Background: an optimization exercise with open tools, aiming at small area, a short achievable clock period and few clock cycles per item. Do not read the settings as production practice.
Function was checked by simulation only, so behaviour that the tests miss may differ from the original.
Power and IR drop assume default switching activity.

== build 72 ==
## ALU
module ALU #(
    parameter WIDTH = 32
)(
    input [WIDTH-1:0] num_1,
    input [WIDTH-1:0] num_2,
    input [WIDTH-1:0] sub_reg_input,
    input [3:0] opcode,
    input clk,
    output [WIDTH-1:0] result,
    output [WIDTH-1:0] sub_reg_result,
    output done,
    output [3:0] flag
);
make LEC_CHECK=0 CAP_MARGIN=20 CORE_MARGIN=2 CORE_UTILIZATION=60 PLACE_DENSITY=0.75 SETUP_SLACK_MARGIN=5 SLEW_MARGIN=20 finish   # period 11.0 ns
run.sh (not shown) runs the stock make flow with config.mk's settings and CLKGATE_MAP_FILE= SYNTH_SCRIPT=/design/flow/synth_recipe.tcl, a recipe that flattens the netlist after the stock synthesis.
Testbench counts of build 72, summed over its fixed seeds: cycles 159,008, ops 24,000.
### build 72 -> build 91
Settings: CORE_UTILIZATION now 40, was 60; PLACE_DENSITY now 0.6, was 0.75.
==> flow/flow/run.sh (new file) <==
#!/bin/bash
# The standard layout (the standard.sh: ORFS synth .. finish), with the
# ports buffered by buf_2 cells instead of the delay cells buffer_ports picks.
# Setup repair aims 5.6 ns below the period. Clock period and constraints unchanged.
set -euo pipefail
bash standard.sh finish "BUFFER_PORTS_ARGS=-buffer_cell sky130_fd_sc_hd__buf_2" SETUP_SLACK_MARGIN=5.6 > standard.log 2>&1
==> flow/standard.sh (new file) <==
#!/bin/bash
# synth_recipe.tcl (not shown) runs the flow's synth.tcl, then flattens the netlist and writes it again
# the make line also repeats each setting of config.mk as NAME=value (left out here)
make -C /OpenROAD-flow-scripts/flow DESIGN_CONFIG=/design/flow/config.mk WORK_HOME=/design/flow/orfs CLKGATE_MAP_FILE= SYNTH_SCRIPT=/design/flow/synth_recipe.tcl "${@:-finish}"
removed: flow/run.sh
--- outcome ---
- Build 91: done, clean on timing, DRC and antenna
- Build 91 vs build 72: placeable core region up by more than a quarter
- NOTE number of non-filler instances in the completed layout build 72->build 91 increased by a little under 10%
- Build 72 vs build 91, end of the critical path: result[31] vs result[30]
- Final standard cell utilization of the core down 22 points in build 91 wrt build 72
- Build 91: sequential share of layout area is 0.22 points lower than what build 72 reported.
- On clock latency at the later pin of the worst-skew pair, build 91 and build 72 are basically level.
- In terms of combinational power, build 91 and build 72 differ only marginally.
- Setup slack, build 91 and build 72: lower on build 72
- Count of vias placed by the detailed router in build 91 vs build 72: down 4.2%
Relative to build 91, the following input files were edited for build 81:
==> flow/run.sh (new file) <==
#!/bin/bash
# synth_recipe.tcl (not shown) runs the flow's synth.tcl, then flattens the netlist and writes it again
# the make line also repeats each setting of config.mk as NAME=value (left out here)
make -C /OpenROAD-flow-scripts/flow DESIGN_CONFIG=/design/flow/config.mk WORK_HOME=/design/flow/orfs CLKGATE_MAP_FILE= SYNTH_SCRIPT=/design/flow/synth_recipe.tcl finish
removed: flow/flow/run.sh
removed: flow/standard.sh
Results
When the final numbers for build 91 and build 81 were put side by side, the number of antenna repair diodes turned out to be smaller in build 81.
Build 81: layout net count lower than build 91
Global-route usage: build 81 vs build 91 down 0.47 points
Build 91 and build 81 ended up with roughly the same placed instance count.


ALU, a different RTL version from the one above (not shown whole).
Size in the first run: about 3800 cells after synthesis, about 120 flip-flops, ~170 I/O pins, about 23000 µm² of cells after synthesis.
export LEC_CHECK = 0
export ABC_AREA = 1
export CAP_MARGIN = 20
export CORE_MARGIN = 2
export CORE_UTILIZATION = 40
export PLACE_DENSITY = 0.6
export SETUP_SLACK_MARGIN = 5
export SLEW_MARGIN = 20
export TNS_END_PERCENT = 10
create_clock -name core_clock -period 11.0 [get_ports {clk}]
standard.sh (not shown) runs the stock make flow with config.mk's settings and CLKGATE_MAP_FILE= SYNTH_SCRIPT=/design/flow/synth_recipe.tcl, a recipe that flattens the netlist after the stock synthesis.
==> flow/flow/run.sh <==
#!/bin/bash
# The standard layout (the standard.sh: ORFS synth .. finish), with the
# ports buffered by buf_2 cells instead of the delay cells buffer_ports picks.
# Clock period and constraints unchanged.
set -euo pipefail
bash standard.sh finish "BUFFER_PORTS_ARGS=-buffer_cell sky130_fd_sc_hd__buf_2" > standard.log 2>&1
The first run went through all stages and came out clean.
Testbench counts at the start, summed over its fixed seeds: cycles 159,008, ops 24,000.
Then changed:
Settings changed: ABC_AREA 1 to default, TNS_END_PERCENT 10 to default.
The new run completed with no timing, DRC or antenna violations.
Power came out higher by 7.7%.
Cell count drops by 19%.
Synthesized area shrinks by 5.4%.
Then changed:
==> flow/run.sh (new file) <==
#!/bin/bash
# synth_recipe.tcl (not shown) runs the flow's synth.tcl, then flattens the netlist and writes it again
# the make line also repeats each setting of config.mk as NAME=value (left out here)
make -C /OpenROAD-flow-scripts/flow DESIGN_CONFIG=/design/flow/config.mk WORK_HOME=/design/flow/orfs CLKGATE_MAP_FILE= SYNTH_SCRIPT=/design/flow/synth_recipe.tcl finish
removed: flow/flow/run.sh
removed: flow/standard.sh
Outcome: The changed run completed with no timing, DRC or antenna violations; flip-flop and latch count does not change; setup slack improves by 0.012 ns; total power decreases by a few percent; synthesized cell count stays the same; wire length goes up slightly; area after synthesis does not change.

==> re-timing with driven ports <==
The results above use ideal ports. As a check the final layouts listed here were re-extracted and re-timed, cells and wires unchanged.
Step 1 assumes that a clkbuf_16 drives the clock port and a buf_2 every other input.
Step 2 adds t to the input delays and takes it off the output delays; t is the mean of the earliest and latest rising clock arrival at the registers after step 1. Input paths then give back, and output paths get back, about the clock's delay inside the block.
Three values: ideal, step 1, step 2; two values: the first two.
run | shift t [ns] | slack for setup (ns) | worst setup path at the end
build 72 | 0.495 | 5.099 / 5.032 / 4.537 | input to register
build 91 | 0.514 | 5.295 / 5.237 / 4.925 | input to register
build 81 | 0.506 | 5.031 / 4.974 / 4.550 | input to register
the first run of note 2 | 0.521 | 5.061 / 5.037 / 4.701 | input to register
the second run of note 2 | 0.507 | 4.991 / 5.013 / 4.506 | input to register
the third run of note 2 | 0.512 | 5.003 / 5.032 / 4.520 | input to register
After both steps setup and hold are still met in every run listed. For build 72, which loses most, drivers alone change the setup slack by -0.067 ns; drivers and shift together by -0.562 ns.
